This design comes from an exercise in tuning for small area on the open sky130 flow, not from production work. Where RTL was checked, it was by simulation tests only, not by an equivalence proof against the original. No functional check of the RTL was part of run 1. In every run shown here, the design's own scripts or RTL, not TritonCTS, make the clock network. The clock port is modelled as an ideal driver, which makes a skipped or thinned clock tree look cheaper than it is; a real chip needs a root buffer or a tree. Power is estimated from default activity; no workload was simulated.

## constraint.sdc

```tcl
create_clock -name core_clock -period 10.0 [get_ports {LPC_CLK33M_GMUX}]
set_input_delay 2.0000 -clock core_clock [delete_from_list [all_inputs] [get_ports {LPC_CLK33M_GMUX}]]
set_output_delay 2.0000 -clock core_clock [all_outputs]
set_load 0.01 [all_outputs]
```

## flow/run.sh

```bash
#!/bin/bash
# Own layout flow: the standard flow (standard.sh) with three changes,
# all through ORFS's own variables:
#  - synthesis maps the logic with an area-oriented ABC script
#    (flow/abc_area.script in place of abc_speed.script) and leaves adders
#    to ABC too (ADDER_MAP_FILE empty); registers are mapped as before;
#  - clock tree: one clock buffer drives all register clock pins
#    (flow/manual_cts.tcl in place of clock_tree_synthesis in cts.tcl);
#  - constant outputs share one tie cell per value (SKIP_REPAIR_TIE_FANOUT)
#    and ports are buffered with buf_1 (BUFFER_PORTS_ARGS);
#  - everything else is ORFS's scripts unchanged.
set -euo pipefail
W=$(pwd)
S="$W/scripts"
rm -rf "$S"
mkdir -p "$S"
for f in "$FLOW_HOME"/scripts/*; do ln -s "$f" "$S"/; done
rm -f "$S/abc_speed.script" "$S/cts.tcl"
cp "$W/flow/abc_area.script" "$S/abc_speed.script"
cp "$W/flow/manual_cts.tcl" "$S/manual_cts.tcl"
sed 's|^log_cmd clock_tree_synthesis {\*}\$cts_args$|source $::env(SCRIPTS_DIR)/manual_cts.tcl\nmanual_cts|' \
  "$FLOW_HOME/scripts/cts.tcl" > "$S/cts.tcl"
grep -q '^manual_cts$' "$S/cts.tcl"
export MANUAL_CTS_BUF=sky130_fd_sc_hd__buf_8
export MANUAL_CTS_GROUPS=4
bash "$W/standard.sh" SCRIPTS_DIR="$S" ADDER_MAP_FILE= SKIP_REPAIR_TIE_FANOUT=1 \
  BUFFER_PORTS_ARGS="-buffer_cell sky130_fd_sc_hd__buf_1" finish > "$W/flow_make.log" 2>&1
```

## design.v

```verilog
module gGMUX_BKeys (
	input	[2:0]	LVDS_IG_A_DATA	,
	input	[2:0]	LVDS_IG_B_DATA	,
	input	LVDS_IG_A_CLK			,
	input	LVDS_IG_BKL_ON			,
	input	LVDS_IG_PANEL_PWR		,
	output	[2:0]	LVDS_A_DATA		,
	output	[2:0]	LVDS_B_DATA		,
	output	LVDS_A_CLK				,
	output	LVDS_B_CLK				,
	output	LCD_BKLT_EN				,
	output	LCD_PWR_EN				,
	output	LCD_BKLT_PWM			,
	output	P3V3GPU_EN				,
	output	P1V5FB1V8GPU_R_EN		,
	output	P1V0GPU_EN				,
	output	GPUVCORE_EN				,
	output	EG_RESET_L				,
	output	LVDS_DDC_SEL_IG			,
	output	LVDS_DDC_SEL_EG 		,
	output  DP_MUX_EN				,
	output  DP_MUX_SEL_EG			,
	output  GMUX_INT				,
	input  LPC_CLK33M_GMUX 			,
	input  PLT_RESET_L				,
	input  GMUX_RESET_L
);
	assign LVDS_A_DATA[2:0] = LVDS_IG_A_DATA[2:0];
	assign LVDS_B_DATA[2:0] = LVDS_IG_B_DATA[2:0];
	assign LVDS_A_CLK	= LVDS_IG_A_CLK;
	assign LVDS_B_CLK	= LVDS_IG_A_CLK;
	assign LCD_BKLT_EN	= LVDS_IG_BKL_ON;
	assign LCD_PWR_EN	= LVDS_IG_PANEL_PWR;
	assign P3V3GPU_EN			= 0;
	assign P1V5FB1V8GPU_R_EN	= 0;
	assign P1V0GPU_EN			= 0;
	assign GPUVCORE_EN			= 0;
	assign EG_RESET_L			= 0;
	assign LVDS_DDC_SEL_IG		= 1;
	assign LVDS_DDC_SEL_EG		= 0;
	assign DP_MUX_EN 			= 1;
	assign DP_MUX_SEL_EG		= 0;
	assign GMUX_INT				= 1;
	wire clk = LPC_CLK33M_GMUX;
	wire rst = !PLT_RESET_L;
	wire line = GMUX_RESET_L;
	function [16:0] inc17(input [16:0] x);
		integer i;
		reg c;
		begin
			c = 1'b1;
			for (i = 0; i < 17; i = i + 1) begin
				inc17[i] = x[i] ^ c;
				c = c & x[i];
			end
		end
	endfunction
	reg line_d;
	always @(posedge clk) line_d <= line;
	wire edge_ev = line ^ line_d;
	localparam [16:0] CNT_Z  = 17'h0aaaa;
	localparam [16:0] CNT_S  = 17'h1eeef;
	localparam [16:0] CNT_MS = 17'h026e4;
	localparam [16:0] CNT_C  = 17'h155ab;
	localparam [16:0] CNT_MC = 17'h19ffe;
	reg [16:0] cnt;
	reg        idle;
	wire close  = !line & !line_d & (((cnt ^ CNT_C) & CNT_MC) == 17'd0);
	wire sample = !edge_ev & !idle & (((cnt ^ CNT_S) & CNT_MS) == 17'd0);
	wire cnt_force = rst | edge_ev | close;
	always @(posedge clk) begin
		cnt[16:1] <= cnt_force ? CNT_Z[16:1] : ~cnt[15:0];
		cnt[0]    <= rst ? 1'b0 : edge_ev ? 1'b1 : close ? 1'b0 : cnt[16] ^ cnt[13];
		if (rst)
			idle <= 1'b1;
		else if (edge_ev)
			idle <= 1'b0;
		else if (sample)
			idle <= 1'b1;
	end
	reg [3:0] bitn;
	reg [3:0] run;
	reg       fb0;
	wire pos0  = (bitn == 4'd0);
	wire pos1  = (bitn == 4'd1);
	wire pos13 = (bitn == 4'd13);
	wire flip  = pos0 & (line_d ^ fb0);
	wire bit_ok = pos0 | (pos1 ? (line_d ^ fb0) : pos13 ? !line_d : line_d);
	wire full = (run == 4'd14);
	wire key_up = full & fb0;
	wire key_dn = full & !fb0;
	always @(posedge clk) begin
		if (rst || close) begin
			bitn <= 4'd0;
			run  <= 4'd1;
			fb0  <= 1'b0;
		end else if (sample) begin
			bitn <= pos13 ? 4'd0 : inc17({13'd0, bitn});
			if (!bit_ok)
				run <= 4'd0;
			else if (flip && full)
				run <= 4'd13;
			else if (flip && run == 4'd12)
				run <= 4'd14;
			else if (!full)
				run <= inc17({13'd0, run});
			if (pos0) fb0 <= line_d;
		end
	end
	reg [1:0] lkp;
	reg [2:0] nfc;
	always @(posedge clk) begin
		if (rst)
			lkp <= 2'b00;
		else if (close) begin
			if (key_up) lkp[0] <= 1'b1;
			else if (key_dn) lkp[1] <= 1'b1;
			else if (nfc[2]) lkp <= 2'b00;
		end
	end
	always @(posedge clk) begin
		if (close) begin
			if (key_up || key_dn || nfc[2]) nfc <= 3'd0;
			else nfc <= inc17({14'd0, nfc});
		end
	end
	localparam [22:0] PRE_R = 23'h2aaaaa;
	localparam [22:0] PRE_E = 23'h554aa5;
	localparam [22:0] PRE_M = ~23'h058001;
	reg [22:0] pre;
	wire tick = ((pre ^ PRE_E) & PRE_M) == 23'd0;
	wire pre_force = rst | tick;
	always @(posedge clk) begin
		pre[22:1] <= pre_force ? PRE_R[22:1] : ~pre[21:0];
		pre[0]    <= rst ? 1'b0 : tick ? 1'b1 : pre[22] ^ pre[17];
	end
	reg [4:0] level;
	always @(posedge clk) begin
		if (rst) level <= 5'd11;
		else if (tick) begin
			if (lkp[0] && !level[4]) level <= inc17({12'd0, level});
			else if (lkp[1] && level != 5'd0) level <= ~inc17({12'd0, ~level});
		end
	end
	wire [16:0] duty =
		level[4]     ? 17'd127013 :
		(level[3:0] == 4'd0) ? 17'd0 :
		(level[3:0] == 4'd1) ? 17'd2854 :
		(level[3:0] == 4'd2) ? 17'd4281 :
		(level[3:0] == 4'd3) ? 17'd5708 :
		(level[3:0] == 4'd4) ? 17'd8563 :
		(level[3:0] == 4'd5) ? 17'd11417 :
		(level[3:0] == 4'd6) ? 17'd15698 :
		(level[3:0] == 4'd7) ? 17'd19980 :
		(level[3:0] == 4'd8) ? 17'd25688 :
		(level[3:0] == 4'd9) ? 17'd34251 :
		(level[3:0] == 4'd10) ? 17'd41386 :
		(level[3:0] == 4'd11) ? 17'd49949 :
		(level[3:0] == 4'd12) ? 17'd59939 :
		(level[3:0] == 4'd13) ? 17'd72783 :
		(level[3:0] == 4'd14) ? 17'd87054 :
		                17'd105606;
	reg [16:0] pwm_cnt;
	always @(posedge clk) begin
		if (rst) pwm_cnt <= 17'd0;
		else pwm_cnt <= inc17(pwm_cnt);
	end
	wire [16:0] ge;
	assign ge[0] = pwm_cnt[0] | ~duty[0];
	genvar gi;
	generate
		for (gi = 1; gi < 17; gi = gi + 1) begin : g_cmp
			assign ge[gi] = (pwm_cnt[gi] & ~duty[gi]) | (pwm_cnt[gi] & ge[gi-1]) | (~duty[gi] & ge[gi-1]);
		end
	endgenerate
	assign LCD_BKLT_PWM = ~ge[16];
endmodule
```

## standard.sh

```bash
#!/bin/bash
# synth_recipe.tcl (not shown) runs the flow's synth.tcl, then flattens the netlist and writes it again
# the make line also repeats each setting of config.mk as NAME=value (left out here)
make -C /OpenROAD-flow-scripts/flow DESIGN_CONFIG=/design/flow/config.mk WORK_HOME=/design/flow/orfs CLKGATE_MAP_FILE= SYNTH_SCRIPT=/design/flow/synth_recipe.tcl "${@:-finish}"
```

## flow/abc_area.script

```
&get -n
&st
&dch -f
&nf -a
&put
strash
dch -f
amap
strash
dch -f
amap
topo
```

## flow/manual_cts.tcl

```tcl
# Clock distribution for a small design: the register clock pins are split
# into MANUAL_CTS_GROUPS groups of nearly equal size by location
# (balanced k-means); one clock buffer
# (MANUAL_CTS_BUF) at the centre of each group drives its clock pins, and
# the clock port drives only these buffers.  Used by cts.tcl in place of
# clock_tree_synthesis (see run.sh).
proc manual_cts {} {
  set block [ord::get_db_block]
  set db [ord::get_db]
  set master [$db findMaster $::env(MANUAL_CTS_BUF)]
  set k $::env(MANUAL_CTS_GROUPS)
  set src [lindex [get_property [lindex [all_clocks] 0] sources] 0]
  set bterm [$block findBTerm [get_full_name $src]]
  set clk [$bterm getNet]
  set sinks [$clk getITerms]
  set pts {}
  foreach it $sinks {
    set loc [[$it getInst] getLocation]
    lappend pts [list [lindex $loc 0] [lindex $loc 1]]
  }
  set n [llength $pts]
  if {$k > $n} { set k $n }
  # k-means, seeded with sinks spread along the sorted x order
  set order [lsort -integer -index 0 $pts]
  set cs {}
  for {set j 0} {$j < $k} {incr j} {
    lappend cs [lindex $order [expr {int(($j + 0.5) * $n / $k)}]]
  }
  # balanced k-means: each group takes at most cap pins; pins that lose
  # most by not getting their nearest centre choose first
  set cap [expr {($n + $k - 1) / $k}]
  set assign {}
  for {set iter 0} {$iter < 30} {incr iter} {
    set rows {}
    set i 0
    foreach p $pts {
      set ds {}
      for {set j 0} {$j < $k} {incr j} {
        set c [lindex $cs $j]
        lappend ds [list $j [expr {abs([lindex $p 0] - [lindex $c 0]) + abs([lindex $p 1] - [lindex $c 1])}]]
      }
      set ds [lsort -integer -index 1 $ds]
      set regret [expr {[lindex $ds end 1] - [lindex $ds 0 1]}]
      lappend rows [list $i $regret $ds]
      incr i
    }
    set rows [lsort -integer -decreasing -index 1 $rows]
    set used {}
    for {set j 0} {$j < $k} {incr j} { lappend used 0 }
    set assign [lrepeat $n 0]
    foreach r $rows {
      foreach d [lindex $r 2] {
        set j [lindex $d 0]
        if {[lindex $used $j] < $cap} {
          lset used $j [expr {[lindex $used $j] + 1}]
          lset assign [lindex $r 0] $j
          break
        }
      }
    }
    set ncs {}
    for {set j 0} {$j < $k} {incr j} {
      set sx 0; set sy 0; set m 0
      foreach p $pts a $assign {
        if {$a == $j} { incr sx [lindex $p 0]; incr sy [lindex $p 1]; incr m }
      }
      if {$m == 0} { lappend ncs [lindex $cs $j] } else { lappend ncs [list [expr {$sx / $m}] [expr {$sy / $m}]] }
    }
    if {$ncs eq $cs} { break }
    set cs $ncs
  }
  set bufs {}
  for {set j 0} {$j < $k} {incr j} {
    set nn [odb::dbNet_create $block "clknet_${j}_[$clk getName]"]
    $nn setSigType CLOCK
    set inst [odb::dbInst_create $block $master "clkbuf_${j}_[$clk getName]"]
    lappend bufs [list $inst $nn]
  }
  foreach it $sinks a $assign {
    $it disconnect
    $it connect [lindex [lindex $bufs $a] 1]
  }
  for {set j 0} {$j < $k} {incr j} {
    set inst [lindex [lindex $bufs $j] 0]
    [$inst findITerm A] connect $clk
    [$inst findITerm X] connect [lindex [lindex $bufs $j] 1]
    set c [lindex $cs $j]
    $inst setLocation [lindex $c 0] [lindex $c 1]
    $inst setPlacementStatus PLACED
    puts "manual_cts: [$inst getName] drives [llength [[lindex [lindex $bufs $j] 1] getITerms]] pins"
  }
  set_propagated_clock [all_clocks]
}
```

## config.mk

```make
export PLATFORM = sky130hd
export DESIGN_NAME = gGMUX_BKeys
export DESIGN_NICKNAME = gGMUX_BKeys
export VERILOG_FILES = /design/flow/design.v
export SDC_FILE = /design/flow/constraint.sdc
export NUM_CORES = 4
export LEC_CHECK = 0
export CAP_MARGIN = 20
export CORE_MARGIN = 2
export CORE_UTILIZATION = 40
export SLEW_MARGIN = 20
```

==> results.toml, run 1 <==
[sta]
setup_tns_ns = 0
fin_crit_ns = 5.76
rsz0062_at_grt = "false"
fin_hold_ws_ns = 0.395
drv_slew = 0
setup_viol = 0
period_share = 0.576
max_slew_margin = 0.391
worstMarginPinSlew_ns = 0.913
hold_viol = 0
fmax_ghz = 0.174
skew_ns = 0.00845

[global_route]
grt_pass1_vias = 2498
grtUsageTotal = 0.143
grt.overflow.total = 0
antenna_found_initial = 0
grt_pass1_wl_mm = 11.0
grt_max_degree = 24

[floorplan]
die_height_um = 95.4
initial_core_util = 0.410
die_w_um = 95.4
rows = 33
core-area_sq_um = 8130
ios = 33
fp.dieArea_sq_um = 9090

[critical_path]
reg2regPathDepth = 10
r2r_end = "bitn[3]$_SDFFE_PP0P_"
reg2reg_setup_slack_ns = 7.05
cp-end-kind = "output port"
reg2reg_from = "line_d$_DFF_P_"
crit_fanout = 11
cp.required_ns = 8.00
worstPathArrival_ns = 3.76
crit_type = "reg2out"
critPathLaunchType = "flop"

[drt]
num_vias = 2822
drc = 0
via_per_inst = 5.42
routedWlPerCell_um = 12.2
routed_wl_mm = 6.37
drtAntennaViolNets = 0
drt_pass1_iterations = 5
drtIter0Drc = 117

[yosys]
synth_top_cell_by_area = "dfxtp_1"
synth_cell_types = 36
synth_xor_xnor_area_share = 0
synth_adder_area_share = 0
synthTopCellsByArea = "dfxtp_1, nor2_1, buf_4"
synthArstFlopShare = 0
synth_top_family_by_area = "simple AND/OR/NAND/NOR gates"
synth_commonest_cells = "nor2_1, dfxtp_1, clkinv_1"
synth_simple_gate_area_frac = 0.270
postSynthCellCount = 427
synth_seq_cells = 78
syn_avg_cell_area_sq_um = 7.82
synth_compound_area_frac = 0.166
yosysWarnings = 1
synth-edff-count = 3
ys_seq_area_frac = 0.477
syn_area_sq_um = 3340
yosysMostFrequentCell = "nor2_1"
synth_ff_type = "dfxtp_1"
synth.top_cell.area_share = 0.450
postSynthNetCount = 439
muxShareOfSynthArea = 0

[cts]
hold_buffers = 0
post_cts_buffers = 0
clk_latency_ns = 0.13
clk_pin_slew_ns = 0.11
cts_resized = 0

[outcome]
outcome = "timing/DRC/antenna clean"

[finish]
layout.nets = 430
area_delta_synth_final_pct = 2.02
utilization = 0.419
fillers = 796
drive_above_1_share = 0.0144
antenna_cells = 0
fin_area_sq_um = 3410

[pwr]
power.density_nw_per_um2 = 133
peakVddDrop_uv = 101
power_switching_share = 0.193
p_clk_frac = 0.266
p_int_uw = 365
leakage_nw = 1.13
sequentialPowerShare = 0.701
switchingPower_uw = 87.0
pwr-share-comb = 0.033

[min_path]
hold_path.class = "reg2reg"
min_from = "pre[18]$_SDFF_PP0_"
min_to = "pre[19]$_SDFF_PP1_"
hold_depth = 1

[place]
io_buffer_count = 3
dp_hpwl_mm = 4.66
place_congestion = 0.947
dpl-instance-area_sq_um = 3350

[flow_run]
maxCapViolCount = 0
==> stage by stage <==
stage / cells / power [mW] / worst slack [ns]
after floorplan: 427 / 0.341 / 4.95
after global placement: 517 / 0.339 / 4.54
after detailed placement: 517 / 0.339 / 4.46
after CTS: 521 / 0.458 / 4.27
after global routing: 521 / 0.470 / 3.73
final: 521 / 0.452 / 4.24
==> metal layers <==
| layer | global-route usage | up-vias | routed length, um |
|---|---|---|---|
| li1 | - | 1453 | - |
| met1 | 0.197 | 1290 | 3080 |
| met2 | 0.249 | 69 | 2930 |
| met3 | 0.0126 | 10 | 279 |
| met4 | 0.0205 | 0 | 82 |
| met5 | 0 | - | 0 |
==> area by class of cell <==
class | instances | area, sq um | share of cell area
sequential | 78 | 1590 | 0.467
multi-input combinational | 294 | 1470 | 0.430
inverter | 35 | 131 | 0.0386
tap | 105 | 131 | 0.0386
buffer | 4 | 60.1 | 0.0176
timing repair buffer | 5 | 26.3 | 0.00771
==> kinds of logic after synthesis <==
group	Yosys count
other	2
AO/OA/AOI/OAI	88
AND/OR/NAND/NOR	204
flip-flops	78
buffers and inverters	55
==> power groups by stage <==
stage | sequential [mW] | clock, mW | combinational, mW
global placement | 0.324 | 0 | 0.0148
finish | 0.317 | 0.120 | 0.0148
global route | 0.317 | 0.136 | 0.0170
CTS | 0.317 | 0.126 | 0.0150
floorplan | 0.324 | 0 | 0.0174
detailed placement | 0.324 | 0 | 0.0151
==> critical path, cell delays in order (launching register included) <==
cell and delay (ns):
dfxtp_1 0.56, clkinv_1 0.34, nor2_1 0.22, clkinv_1 0.16, nor2_1 0.12, o21ai_0 0.10, nor2_1 0.11, a21oi_1 0.05
a222oi_1 0.27, clkinv_1 0.11, o221ai_1 0.08, a221oi_1 0.10, o32ai_1 0.21, o21ai_0 0.12, nand2_1 0.07, a21o_1 0.08
o221ai_1 0.10, o211ai_1 0.10, nand2_1 0.07, o221a_1 0.11, a221oi_1 0.21, nor2_1 0.08, a21oi_1 0.11, buf_1 0.16
==> cell usage in the layout (no fill, tap or decap), types with 4 or more instances in the layout <==
master	synthesis	final
dfxtp_1	75	75
and2_0	4	4
nand3_1	27	27
nor2_1	105	105
or2_0	4	4
nand4_1	4	4
o221ai_1	4	4
o22ai_1	7	7
a211oi_1	7	7
a21oi_1	26	26
clkinv_1	35	35
o21ai_0	23	23
nor3_1	26	26
and3_1	5	5
buf_8	0	4
nand2_1	20	20
==> state kept, by name, indices dropped and copies added (netlist names) <==
register	cells
fb0	1
pwm_cnt	17
cnt	17
bitn	4
run	4
level	5
nfc	3
lkp	2
pre	23
line_d	1
idle	1
==> worst max-delay path by stage <==
| stage | from | end | slack [ns] |
|---|---|---|---|
| detailed placement | level[2]$_SDFFE_PN0P_ | LCD_BKLT_PWM | 4.46 |
| global route | level[2]$_SDFFE_PN0P_ | LCD_BKLT_PWM | 3.73 |
| floorplan | level[2]$_SDFFE_PN0P_ | LCD_BKLT_PWM | 4.95 |
| finish | level[2]$_SDFFE_PN0P_ | LCD_BKLT_PWM | 4.24 |
| CTS | level[2]$_SDFFE_PN0P_ | LCD_BKLT_PWM | 4.27 |
| global placement | level[2]$_SDFFE_PN0P_ | LCD_BKLT_PWM | 4.54 |
==> run 2, diff against run 1 <==
--- a/design.v
+++ b/design.v
@@ -81,13 +81,10 @@
 	reg [3:0] bitn;
 	reg [3:0] run;
-	reg       fb0;
-	wire pos0  = (bitn == 4'd0);
-	wire pos1  = (bitn == 4'd1);
-	wire pos13 = (bitn == 4'd13);
-	wire flip  = pos0 & (line_d ^ fb0);
-	wire bit_ok = pos0 | (pos1 ? (line_d ^ fb0) : pos13 ? !line_d : line_d);
+	reg       fb0, fb1;
+	wire bit_ok = (bitn == 4'd0 || bitn == 4'd1) ? 1'b1 :
+	              (bitn == 4'd13) ? !line_d : line_d;
 	wire full = (run == 4'd14);
-	wire key_up = full & fb0;
-	wire key_dn = full & !fb0;
+	wire key_up = full & fb0 & !fb1;
+	wire key_dn = full & !fb0 & fb1;
 	always @(posedge clk) begin
 		if (rst || close) begin
@@ -95,15 +92,10 @@
 			run  <= 4'd1;
 			fb0  <= 1'b0;
+			fb1  <= 1'b0;
 		end else if (sample) begin
-			bitn <= pos13 ? 4'd0 : inc17({13'd0, bitn});
-			if (!bit_ok)
-				run <= 4'd0;
-			else if (flip && full)
-				run <= 4'd13;
-			else if (flip && run == 4'd12)
-				run <= 4'd14;
-			else if (!full)
-				run <= inc17({13'd0, run});
-			if (pos0) fb0 <= line_d;
+			bitn <= (bitn == 4'd13) ? 4'd0 : inc17({13'd0, bitn});
+			run  <= !bit_ok ? 4'd0 : full ? run : inc17({13'd0, run});
+			if (bitn == 4'd0) fb0 <= line_d;
+			if (bitn == 4'd1) fb1 <= line_d;
 		end
 	end
==> flow/run.sh (replaced) <==
#!/bin/bash
# Own layout flow: the standard flow (standard.sh, ORFS) with these
# changes, made through ORFS's own variables and a copy of its scripts
# folder in which two files are replaced:
#  - synthesis maps the logic with an area-oriented ABC script
#    (flow/abc_area.script in place of abc_speed.script) and leaves adders
#    to ABC too (ADDER_MAP_FILE empty); the rest of the synthesis, including
#    how registers are mapped and named, is the standard one;
#  - clock tree: cts.tcl calls manual_cts (flow/manual_cts.tcl) in place of
#    clock_tree_synthesis: the register clock pins are split by location
#    into MANUAL_CTS_GROUPS groups of nearly equal size, each driven by one
#    MANUAL_CTS_BUF buffer that the clock port drives; the rest of cts.tcl
#    (placement legalisation, timing repair) is unchanged;
#  - constant outputs share one tie cell per value (SKIP_REPAIR_TIE_FANOUT)
#    and ports are buffered with buf_1 (BUFFER_PORTS_ARGS);
set -euo pipefail
W=$(pwd)
S="$W/scripts"
rm -rf "$S"
mkdir -p "$S"
for f in "$FLOW_HOME"/scripts/*; do ln -s "$f" "$S"/; done
rm -f "$S/abc_speed.script" "$S/cts.tcl"
cp "$W/flow/abc_area.script" "$S/abc_speed.script"
cp "$W/flow/manual_cts.tcl" "$S/manual_cts.tcl"
sed 's|^log_cmd clock_tree_synthesis {\*}\$cts_args$|source $::env(SCRIPTS_DIR)/manual_cts.tcl\nmanual_cts|' \
  "$FLOW_HOME/scripts/cts.tcl" > "$S/cts.tcl"
grep -q '^manual_cts$' "$S/cts.tcl"
export MANUAL_CTS_BUF=sky130_fd_sc_hd__buf_6
export MANUAL_CTS_GROUPS=4
bash "$W/standard.sh" SCRIPTS_DIR="$S" ADDER_MAP_FILE= SKIP_REPAIR_TIE_FANOUT=1 \
  BUFFER_PORTS_ARGS="-buffer_cell sky130_fd_sc_hd__buf_1" finish > "$W/flow_make.log" 2>&1
--- a/config.mk
+++ b/config.mk
@@ -8,4 +8,5 @@
 export CAP_MARGIN = 20
 export CORE_MARGIN = 2
-export CORE_UTILIZATION = 40
+export CORE_UTILIZATION = 70
+export PLACE_DENSITY = 0.85
 export SLEW_MARGIN = 20
==> results.toml, run 2 <==
[outcome]
outcome = "timing/DRC/antenna clean"

[sta]
rsz0062_at_grt = "false"
max_slew_margin = 0.364
worstMarginPinSlew_ns = 0.947
skew_ns = 0.00466
fin_crit_ns = 5.68
drv_slew = 0
fmax_ghz = 0.176
setup_tns_ns = 0
hold_viol = 0
setup_viol = 0
period_share = 0.568

[yosys]
ys_seq_area_frac = 0.495
synth_seq_cells = 79
synth-edff-count = 3
yosysWarnings = 1
synth.top_cell.area_share = 0.467
postSynthCellCount = 404
synth_commonest_cells = "nor2_1, dfxtp_1, clkinv_1"
yosysMostFrequentCell = "nor2_1"
postSynthNetCount = 416
syn_avg_cell_area_sq_um = 8.06
synth_top_cell_by_area = "dfxtp_1"
synthTopCellsByArea = "dfxtp_1, nor2_1, buf_4"
synth_ff_type = "dfxtp_1"
syn_area_sq_um = 3260
synthArstFlopShare = 0
synth_cell_types = 34

[finish]
largest_reg_flops = 23
layout.nets = 406
regArea_sq_um = 1610
regMostFlops = "pre"
drive_above_1_share = 0.0128
final_common_cell = "nor2_1"
multi_input_area_sq_um = 1370
fillers = 344
area_delta_synth_final_pct = -0.653
mostFrequentLayoutCells = "nor2_1, dfxtp_1, clkinv_1, nand2_1, nand3_1"
final_cells = 444
antenna_cells = 0
utilization = 0.733
largestRegisters = "pre (23), cnt (17), pwm_cnt (17)"

[drt]
routed_wl_mm = 5.89
routedWlPerCell_um = 13.3
drtAntennaViolNets = 0
via_per_inst = 5.98
num_vias = 2655
drtIter0Drc = 281
drt_pass1_iterations = 5
drc = 0

[critical_path]
crit_type = "reg2out"
worstPathArrival_ns = 3.68
crit_fanout = 7
critPathLaunchType = "flop"
cp.required_ns = 8.00
cp-end-kind = "output port"

[global_route]
grtUsageTotal = 0.231
grt_pass1_wl_mm = 10.2
grt_max_degree = 24
antenna_found_initial = 0
grt.overflow.total = 0
grt_pass1_vias = 2389

[floorplan]
die_height_um = 72.2
rows = 24
fp.dieArea_sq_um = 5210
die_w_um = 72.2
core-area_sq_um = 4410
initial_core_util = 0.738
ios = 33

[pwr]
peakVddDrop_uv = 155
leakage_nw = 1.13
power.density_nw_per_um2 = 136

[place]
io_buffer_count = 3
place_congestion = 0.972
dp_hpwl_mm = 4.26
dp_cells = 440

[cts]
clk_latency_ns = 0.14
hold_buffers = 0
post_cts_buffers = 0
clk_pin_slew_ns = 0.12
cts_resized = 0

[min_path]
hold_path.class = "reg2reg"

[flow_run]
maxCapViolCount = 0
==> run 2: per-stage QoR <==
| stage | hold WS [ns] | cell area [sq um] | power, mW | setup slack [ns] |
|---|---|---|---|---|
| global route | 0.418 | 3230 | 0.457 | 3.89 |
| finish | 0.401 | 3230 | 0.439 | 4.32 |
| global placement | 0.372 | 3190 | 0.341 | 4.65 |
| CTS | 0.401 | 3230 | 0.443 | 4.40 |
| floorplan | 0.367 | 3260 | 0.344 | 5.04 |
| detailed placement | 0.376 | 3190 | 0.341 | 4.61 |
==> run 2: cell families (layout without fill, tap and decap cells) <==
| logic type | after synthesis | in the layout | synth area share |
|---|---|---|---|
| and+or+nand+nor | 184 | 184 | 0.245 |
| DFF | 79 | 79 | 0.495 |
| buffers and inverters | 53 | 41 | 0.0842 |
| other | 2 | 2 | 0.00231 |
| AOI/OAI and AO/OA | 86 | 86 | 0.174 |
==> run 2: power by group <==
| part | internal, mW | total (mW) | leakage (nW) | switching (mW) |
|---|---|---|---|---|
| logic | 0.00302 | 0.0128 | 0.459 | 0.00979 |
| registers | 0.319 | 0.321 | 0.651 | 0.00204 |
| clock network | 0.0325 | 0.105 | 0.0242 | 0.0722 |
| total | 0.355 | 0.439 | 1.13 | 0.0840 |
==> run 2: routing by layer <==
layer  up-vias  GRT usage  wire (um)  share of wire
met5         -          0          0              0
met2        68      0.430       2940           0.50
met1      1208      0.303       2640           0.45
met3         7     0.0181        264          0.045
li1       1372          -          -              -
met4         0     0.0252         48         0.0081
==> run 2: area by class of cell <==
type,instances,area share
plain buffers,4,0.0139
inverters,33,0.0383
multi-input cells,272,0.424
flip-flops and latches,79,0.498
well taps,52,0.0201
repair buffers,4,0.00580
==> run 2: final timing paths <==
check	start	endpoint	slack [ns]	cells past startpoint
max	level[0]$_SDFFE_PN1P_	LCD_BKLT_PWM	4.32	26
min	pre[15]$_SDFF_PP1_	pre[16]$_SDFF_PP0_	0.40	1
max reg2reg	pwm_cnt[2]$_SDFF_PN0_	pwm_cnt[16]$_SDFF_PN0_	7.19	13
min reg2reg	pre[15]$_SDFF_PP1_	pre[16]$_SDFF_PP0_	0.40	1
==> run 2: critical path: stages (launching register included) <==
cell and delay (ns):
dfxtp_1 0.46, clkinv_1 0.21, nor2_1 0.32, nor2_1 0.14, clkinv_1 0.10, nor2_1 0.04, nor2_1 0.09, nor3_1 0.07
nand2_1 0.10, a22oi_1 0.08, o21ai_0 0.07, o221ai_1 0.12, a222oi_1 0.24, o22ai_1 0.11, a222oi_1 0.24, nor2_1 0.09
a21o_1 0.16, o21ai_0 0.07, nand2_1 0.07, a21o_1 0.15, o221ai_1 0.06, o211ai_1 0.11, nand2_1 0.07, o221ai_1 0.10
nand2_1 0.07, o21ai_0 0.07, buf_1 0.13

## re-timing with driven ports
The results above use ideal ports. As a check the final layouts listed here were re-extracted and re-timed, cells and wires unchanged.
Step 1 sets driving cells, clkbuf_16 on the clock port and buf_2 on the other inputs (assumed; they add their load-dependent delay and slew).
Step 2 times the ports against the registers' clock, not the clock port: input delays grow and output delays shrink by t, the midpoint of the rising clock arrivals with the driver on.
Three values: ideal ports, drivers, drivers and shift; two values: the first two.
run | t, ns | slack for setup (ns) | worst register clock-pin slew, ns
run 1 | 0.202 | 4.237 / 4.163 / 4.365 | 0.11 / 0.10
run 2 | 0.199 | 4.315 / 4.257 / 4.455 | 0.12 / 0.12
After both steps setup and hold are still met in every run listed.
